What follows belongs to an exercise in optimizing a design on an open flow for small area; a production flow would make more cautious choices. In this exercise RTL edits were held to simulation tests only and were not proved equivalent to the original. The flow treats the clock pin as an ideal source. Dropping or thinning the clock tree relies on that and would not hold on a real chip. Power and IR drop assume default switching activity.

## HighClockToLowClock
module HighClockToLowClock(HighClock, resetn, HighFreq, LowFreq, LowClock);
	input HighClock;
	input resetn;
	input [31:0] HighFreq;
	input [31:0] LowFreq;
	output reg LowClock;
	reg  [31:0] rn;
	wire [32:0] c;
	wire [31:0] s;
	assign c[0] = 1'b0;
	genvar i;
	generate
		for (i = 0; i < 32; i = i + 1) begin : add
			assign s[i]   = rn[i] ^ LowFreq[i] ^ c[i];
			assign c[i+1] = (rn[i] & LowFreq[i]) | (rn[i] & c[i]) | (LowFreq[i] & c[i]);
		end
	endgenerate
	wire hit = c[32];
	wire load = hit | !resetn;
	always @(posedge HighClock)
		rn <= load ? ~HighFreq : s;
	always @(posedge HighClock or negedge resetn)
		if (!resetn)
			LowClock <= 1'b0;
		else if (hit)
			LowClock <= !LowClock;
endmodule
export LEC_CHECK = 0
export ABC_CLOCK_PERIOD_IN_PS = 80000
export CAP_MARGIN = 20
export CORE_MARGIN = 2
export CORE_UTILIZATION = 45
export SLEW_MARGIN = 20
create_clock -name core_clock -period 100.0 [get_ports {HighClock}]
standard.sh (not shown) runs the stock make flow with config.mk's settings and CLKGATE_MAP_FILE= SYNTH_SCRIPT=/design/flow/synth_recipe.tcl, a recipe that flattens the netlist after the stock synthesis.
==> flow/flow/run.sh <==
#!/bin/bash
# Standard ORFS layout, with the smallest buffer on every port and a
# smaller clock tree.
set -e
cp standard.sh standard_sh.log
export BUFFER_PORTS_ARGS="-buffer_cell sky130_fd_sc_hd__buf_1"
export CTS_ARGS="-sink_clustering_enable -sink_clustering_size 50 -sink_clustering_max_diameter 500 -repair_clock_nets -dont_use_dummy_load -root_buf sky130_fd_sc_hd__clkbuf_4 -buf_list sky130_fd_sc_hd__clkbuf_4"
bash standard.sh > standard.log 2>&1
Then changed:
==> flow/flow/run.sh (replaced) <==
#!/bin/bash
# Standard ORFS layout, with the smallest buffer on every port and a
# smaller clock tree.
set -e
cp standard.sh standard_sh.log
export BUFFER_PORTS_ARGS="-buffer_cell sky130_fd_sc_hd__buf_1"
export CTS_ARGS="-sink_clustering_enable -sink_clustering_size 50 -sink_clustering_max_diameter 500 -repair_clock_nets -dont_use_dummy_load -root_buf sky130_fd_sc_hd__clkbuf_8 -buf_list sky130_fd_sc_hd__clkbuf_8"
bash standard.sh > standard.log 2>&1
Effect: Non-clock buffer count stays the same; maximum frequency hardly moves; die area does not change.
Then changed:
==> flow/run.sh (new file) <==
#!/bin/bash
# synth_recipe.tcl (not shown) runs the flow's synth.tcl, then flattens the netlist and writes it again
# the make line also repeats each setting of config.mk as NAME=value (left out here)
make -C /OpenROAD-flow-scripts/flow DESIGN_CONFIG=/design/flow/config.mk WORK_HOME=/design/flow/orfs CLKGATE_MAP_FILE= SYNTH_SCRIPT=/design/flow/synth_recipe.tcl finish
removed: flow/flow/run.sh
removed: flow/standard.sh
Effect: Cell count grows slightly; power grows by a little under a tenth; sequential power stays flat; synthesized cell count is unchanged; non-clock buffer count shrinks by 1.
Then changed:
==> flow/flow/run.sh (new file) <==
#!/bin/bash
# Standard ORFS layout, with the smallest buffer on every port and a
# smaller clock tree.
set -e
cp standard.sh standard_sh.log
export BUFFER_PORTS_ARGS="-buffer_cell sky130_fd_sc_hd__buf_1"
export CTS_ARGS="-sink_clustering_enable -repair_clock_nets -dont_use_dummy_load -root_buf sky130_fd_sc_hd__clkbuf_4 -buf_list sky130_fd_sc_hd__clkbuf_4"
bash standard.sh > standard.log 2>&1
==> flow/standard.sh (new file) <==
#!/bin/bash
# synth_recipe.tcl (not shown) runs the flow's synth.tcl, then flattens the netlist and writes it again
# the make line also repeats each setting of config.mk as NAME=value (left out here)
make -C /OpenROAD-flow-scripts/flow DESIGN_CONFIG=/design/flow/config.mk WORK_HOME=/design/flow/orfs CLKGATE_MAP_FILE= SYNTH_SCRIPT=/design/flow/synth_recipe.tcl "${@:-finish}"
removed: flow/run.sh
=> Setup slack gets better by 0.49 ns. Final cell count came out lower by about 0.8%. Global-route usage came out lower by 1.9 points. Via count came out lower by about 1.5%. Die area is unchanged. Count of clock-buffer cells in the layout came out lower by 1. Synthesized area does not change. Final area came out lower by about 18%. Routed wire length came out lower by about 12%. Clock power came out lower by about 35%. Sequential power hardly moves.

* * *

north:
HighClockToLowClock again, from the RTL that the note above started with.
clock: 100.0 ns
lec_check: 0
abc_clock_period_in_ps: 80000
cap_margin: 20
core_margin: 2
core_utilization: 45
slew_margin: 20
==> flow/flow/run.sh <==
#!/bin/bash
# ORFS layout (the standard.sh) with these changes:
#  - after the standard synthesis, its next-state logic is re-mapped by hand
#    (flow/remap.py), keeping every register instance as synthesis made it; a
#    yosys equivalence check (flow/equiv.ys) against the standard netlist must
#    pass before the re-mapped netlist is used;
#  - every port gets the smallest buffer (buf_1);
#  - the clock tree is one clkbuf_16 at the centre of the flip-flops
#    (flow/cts_one_buffer.tcl) instead of an H-tree.
set -euo pipefail
here=$(pwd)
export BUFFER_PORTS_ARGS="-buffer_cell sky130_fd_sc_hd__buf_1"
export CLK_BUF_CELL=sky130_fd_sc_hd__clkbuf_16
export PRE_CTS_TCL="$here/flow/cts_one_buffer.tcl"
YOSYS=$(command -v yosys || echo "$FLOW_HOME/../tools/install/yosys/bin/yosys")

bash standard.sh synth > synth.log 2>&1

res=$here/orfs/results/$FLOW_PLATFORM/HighClockToLowClock/base
cp "$res/1_2_yosys.v" "$here/standard_netlist.v"
python3 flow/remap.py "$here/standard_netlist.v" "$here/remapped.v" > remap.log 2>&1
sed -e "s|GOLD_V|$here/standard_netlist.v|" -e "s|GATE_V|$here/remapped.v|" \
  flow/equiv.ys > equiv_run.ys
"$YOSYS" -l equiv.log equiv_run.ys > /dev/null 2>&1
cp "$here/remapped.v" "$res/1_2_yosys.v"
rm -f "$res/1_synth.odb" "$res/1_synth.sdc"
echo "remapped netlist is equivalent to the standard synthesis; using it"

bash standard.sh > standard.log 2>&1
==> flow/flow/remap.py <==
#!/usr/bin/env python3
"""Rewrite the combinational logic of the standard synthesis netlist.

Reads the standard synthesis netlist (argv[1]) only to copy its register
instances (names, cell types and nets unchanged), and writes (argv[2]) a
netlist with the same registers and a hand-mapped next-state logic:

  ripple adder      {hit, s} = rn + LowFreq      (ha_1 + 31 fa_1)
  nsel              = resetn & ~hit              (nor2b_1, then buf_2)
  rn[i] next        = nsel ? s[i] : ~HighFreq[i] (nand2_1 + o21ai_0)
  LowClock next     = LowClock ^ hit             (xor2_1)

The flow checks the result against the standard netlist with a formal
equivalence check before using it.
"""
import re
import sys

src = open(sys.argv[1]).read()

# register instances of the standard netlist, copied verbatim
regs = {}
for m in re.finditer(r'\n(\s*sky130_fd_sc_hd__(df\w+)\s+(\S+)\s*\((.*?)\);)', src, re.S):
    body = m.group(4)
    pins = dict(re.findall(r'\.(\w+)\(([^()]*?)\s*\)', body))
    regs[m.group(3)] = (m.group(2), pins)

def find_reg(q):
    for name, (cell, pins) in regs.items():
        if pins.get('Q', '').strip() == q:
            return name, cell, pins
    raise SystemExit('remap: no register drives ' + q)

out = []
w = out.append
w('module HighClockToLowClock(HighClock, resetn, HighFreq, LowFreq, LowClock);')
w('  input HighClock;')
w('  input resetn;')
w('  input [31:0] HighFreq;')
w('  input [31:0] LowFreq;')
w('  output LowClock;')
w('  wire [32:1] c;')
w('  wire [31:0] s;')
w('  wire [31:0] t;')
w('  wire [31:0] d;')
w('  wire nsel_n;')
w('  wire nsel;')
w('  wire lc_d;')
for i in range(32):
    w('  wire \\rn[%d] ;' % i)
w('  sky130_fd_sc_hd__ha_1 add_0 (.A(LowFreq[0]), .B(\\rn[0] ), .COUT(c[1]), .SUM(s[0]));')
for i in range(1, 32):
    w('  sky130_fd_sc_hd__fa_1 add_%d (.A(LowFreq[%d]), .B(\\rn[%d] ), .CIN(c[%d]), .COUT(c[%d]), .SUM(s[%d]));'
      % (i, i, i, i, i + 1, i))
w('  sky130_fd_sc_hd__nor2b_1 nsel_g (.A(c[32]), .B_N(resetn), .Y(nsel_n));')
w('  sky130_fd_sc_hd__buf_2 nsel_buf (.A(nsel_n), .X(nsel));')
for i in range(32):
    w('  sky130_fd_sc_hd__nand2_1 mux_a_%d (.A(nsel), .B(s[%d]), .Y(t[%d]));' % (i, i, i))
    w('  sky130_fd_sc_hd__o21ai_0 mux_b_%d (.A1(HighFreq[%d]), .A2(nsel), .B1(t[%d]), .Y(d[%d]));'
      % (i, i, i, i))
w('  sky130_fd_sc_hd__xor2_1 lc_g (.A(LowClock), .B(c[32]), .X(lc_d));')
for i in range(32):
    name, cell, pins = find_reg('\\rn[%d]' % i)
    if cell != 'dfxtp_1':
        raise SystemExit('remap: unexpected register cell ' + cell)
    w('  sky130_fd_sc_hd__dfxtp_1 %s  (.CLK(HighClock), .D(d[%d]), .Q(\\rn[%d] ));' % (name, i, i))
name, cell, pins = find_reg('LowClock')
if cell != 'dfrtp_1':
    raise SystemExit('remap: unexpected register cell ' + cell)
w('  sky130_fd_sc_hd__dfrtp_1 %s  (.CLK(HighClock), .D(lc_d), .Q(LowClock), .RESET_B(resetn));' % name)
if len(regs) != 33:
    raise SystemExit('remap: expected 33 registers, found %d' % len(regs))
w('endmodule')
open(sys.argv[2], 'w').write('\n'.join(out) + '\n')
Other scripts of this flow, unchanged in this note and not shown: flow/flow/cts_one_buffer.tcl, flow/flow/equiv.ys
north reached the end of the flow, and the finished layout is clean on the timing, design-rule and antenna checks.
--- input diff north..south ---
--- a/flow/flow/remap.py
+++ b/flow/flow/remap.py
@@ -7,5 +7,5 @@
 
   ripple adder      {hit, s} = rn + LowFreq      (ha_1 + 31 fa_1)
-  nsel              = resetn & ~hit              (nor2b_1, then buf_2)
+  nsel              = resetn & ~hit              (nor2b_1)
   rn[i] next        = nsel ? s[i] : ~HighFreq[i] (nand2_1 + o21ai_0)
   LowClock next     = LowClock ^ hit             (xor2_1)
@@ -44,5 +44,4 @@
 w('  wire [31:0] t;')
 w('  wire [31:0] d;')
-w('  wire nsel_n;')
 w('  wire nsel;')
 w('  wire lc_d;')
@@ -53,6 +52,5 @@
     w('  sky130_fd_sc_hd__fa_1 add_%d (.A(LowFreq[%d]), .B(\\rn[%d] ), .CIN(c[%d]), .COUT(c[%d]), .SUM(s[%d]));'
       % (i, i, i, i, i + 1, i))
-w('  sky130_fd_sc_hd__nor2b_1 nsel_g (.A(c[32]), .B_N(resetn), .Y(nsel_n));')
-w('  sky130_fd_sc_hd__buf_2 nsel_buf (.A(nsel_n), .X(nsel));')
+w('  sky130_fd_sc_hd__nor2b_1 nsel_g (.A(c[32]), .B_N(resetn), .Y(nsel));')
 for i in range(32):
     w('  sky130_fd_sc_hd__nand2_1 mux_a_%d (.A(nsel), .B(s[%d]), .Y(t[%d]));' % (i, i, i))
--- a/flow/config.mk
+++ b/flow/config.mk
@@ -9,4 +9,5 @@
 export CAP_MARGIN = 20
 export CORE_MARGIN = 2
-export CORE_UTILIZATION = 45
+export CORE_UTILIZATION = 75
+export PLACE_DENSITY = 0.85
 export SLEW_MARGIN = 20
==> comparison <==
south did not finish: a tool error stopped it during 5_1_grt.
north reached the final stage; the timing, design-rule and antenna checks on its layout passed.
Post-synthesis net count was lower in the run labelled south.
On placed cell count: between south and north, it ends up higher for north.
south vs north: area after synthesis down
Synthesized area divided by synthesized cell count is lower on north
Re number of hold buffers added after CTS: no difference whatsoever between south and north.
Standard-cell row count, south and north, higher one = north.
Effective utilization at floorplan sits higher in south than in north.
Relative to north, the cell count after synthesis measured on south has decreased slightly.
Input-level comparison between east and south:
--- a/flow/config.mk
+++ b/flow/config.mk
@@ -9,5 +9,4 @@
 export CAP_MARGIN = 20
 export CORE_MARGIN = 2
-export CORE_UTILIZATION = 75
-export PLACE_DENSITY = 0.85
+export CORE_UTILIZATION = 45
 export SLEW_MARGIN = 20
==> results.txt <==
- Every stage of the flow completed for east, and the final layout passed the timing, design-rule and antenna checks.
- From south to east the numbers moved as follows: post-place instance area climbed 1.3%; mean post-synth cell area barely changed.
- Sum of net half-perimeters after detailed placement in east is 34% lower than in south
What west does differently from east at the input level:
--- a/flow/flow/remap.py
+++ b/flow/flow/remap.py
@@ -7,5 +7,5 @@
 
   ripple adder      {hit, s} = rn + LowFreq      (ha_1 + 31 fa_1)
-  nsel              = resetn & ~hit              (nor2b_1)
+  nsel              = resetn & ~hit              (nor2b_1, then buf_2)
   rn[i] next        = nsel ? s[i] : ~HighFreq[i] (nand2_1 + o21ai_0)
   LowClock next     = LowClock ^ hit             (xor2_1)
@@ -44,4 +44,5 @@
 w('  wire [31:0] t;')
 w('  wire [31:0] d;')
+w('  wire nsel_n;')
 w('  wire nsel;')
 w('  wire lc_d;')
@@ -52,5 +53,6 @@
     w('  sky130_fd_sc_hd__fa_1 add_%d (.A(LowFreq[%d]), .B(\\rn[%d] ), .CIN(c[%d]), .COUT(c[%d]), .SUM(s[%d]));'
       % (i, i, i, i, i + 1, i))
-w('  sky130_fd_sc_hd__nor2b_1 nsel_g (.A(c[32]), .B_N(resetn), .Y(nsel));')
+w('  sky130_fd_sc_hd__nor2b_1 nsel_g (.A(c[32]), .B_N(resetn), .Y(nsel_n));')
+w('  sky130_fd_sc_hd__buf_2 nsel_buf (.A(nsel_n), .X(nsel));')
 for i in range(32):
     w('  sky130_fd_sc_hd__nand2_1 mux_a_%d (.A(nsel), .B(s[%d]), .Y(t[%d]));' % (i, i, i))
--- a/flow/config.mk
+++ b/flow/config.mk
@@ -10,3 +10,4 @@
 export CORE_MARGIN = 2
 export CORE_UTILIZATION = 45
+export GPL_TIMING_DRIVEN = 0
 export SLEW_MARGIN = 20
The flow did not stop early for west: all stages ran, and the layout cleared the timing, design-rule and antenna checks. For flip-flop and latch count, east and west come out practically identical. On wire length, west and east are basically level. Between west and east, the tightest hold margin is lower for east. Number of cells in the finished layout apart from fillers essentially unchanged between east and west. Per the comparison of west with east, placement-stage worst setup slack +0.12 ns; relative contribution of combinational cells to total power fell 0.5 points.
In north, east and west the design's own scripts or RTL, not TritonCTS, make the clock network.

[what the ideal ports hide]
Ports are ideal in the flow. The routed layouts listed here were re-timed in OpenROAD.
Step 1 sets driving cells, clkbuf_16 on the clock port and buf_2 on the other inputs (assumed; they add their load-dependent delay and slew).
Step 2 also shifts input and output timing later by t, the mid clock arrival at the registers, as if the neighbouring blocks saw the same clock.
Slacks: no drivers / after step 1 / after step 2; pairs: no drivers / after step 1.
run	t, ns	setup slack, ns	hold WS [ns]	latest minus earliest clock arrival (ns)
the first run of note 1	0.338	66.867 / 66.868 / 66.530	0.475 / 0.475 / 0.475	0.021 / 0.022
the second run of note 1	0.297	66.832 / 66.835 / 66.538	0.467 / 0.467 / 0.467	0.013 / 0.013
the third run of note 1	0.312	66.374 / 66.378 / 66.066	0.463 / 0.463 / 0.463	0.005 / 0.006
the fourth run of note 1	0.338	66.867 / 66.868 / 66.530	0.475 / 0.475 / 0.475	0.021 / 0.022
north	0.202	66.579 / 66.590 / 66.388	0.491 / 0.491 / 0.491	0.003 / 0.003
east	0.205	66.581 / 66.588 / 66.383	0.478 / 0.478 / 0.478	0.002 / 0.002
west	0.201	66.467 / 66.473 / 66.272	0.491 / 0.491 / 0.491	0.008 / 0.008
After both steps setup and hold are still met in every run listed.
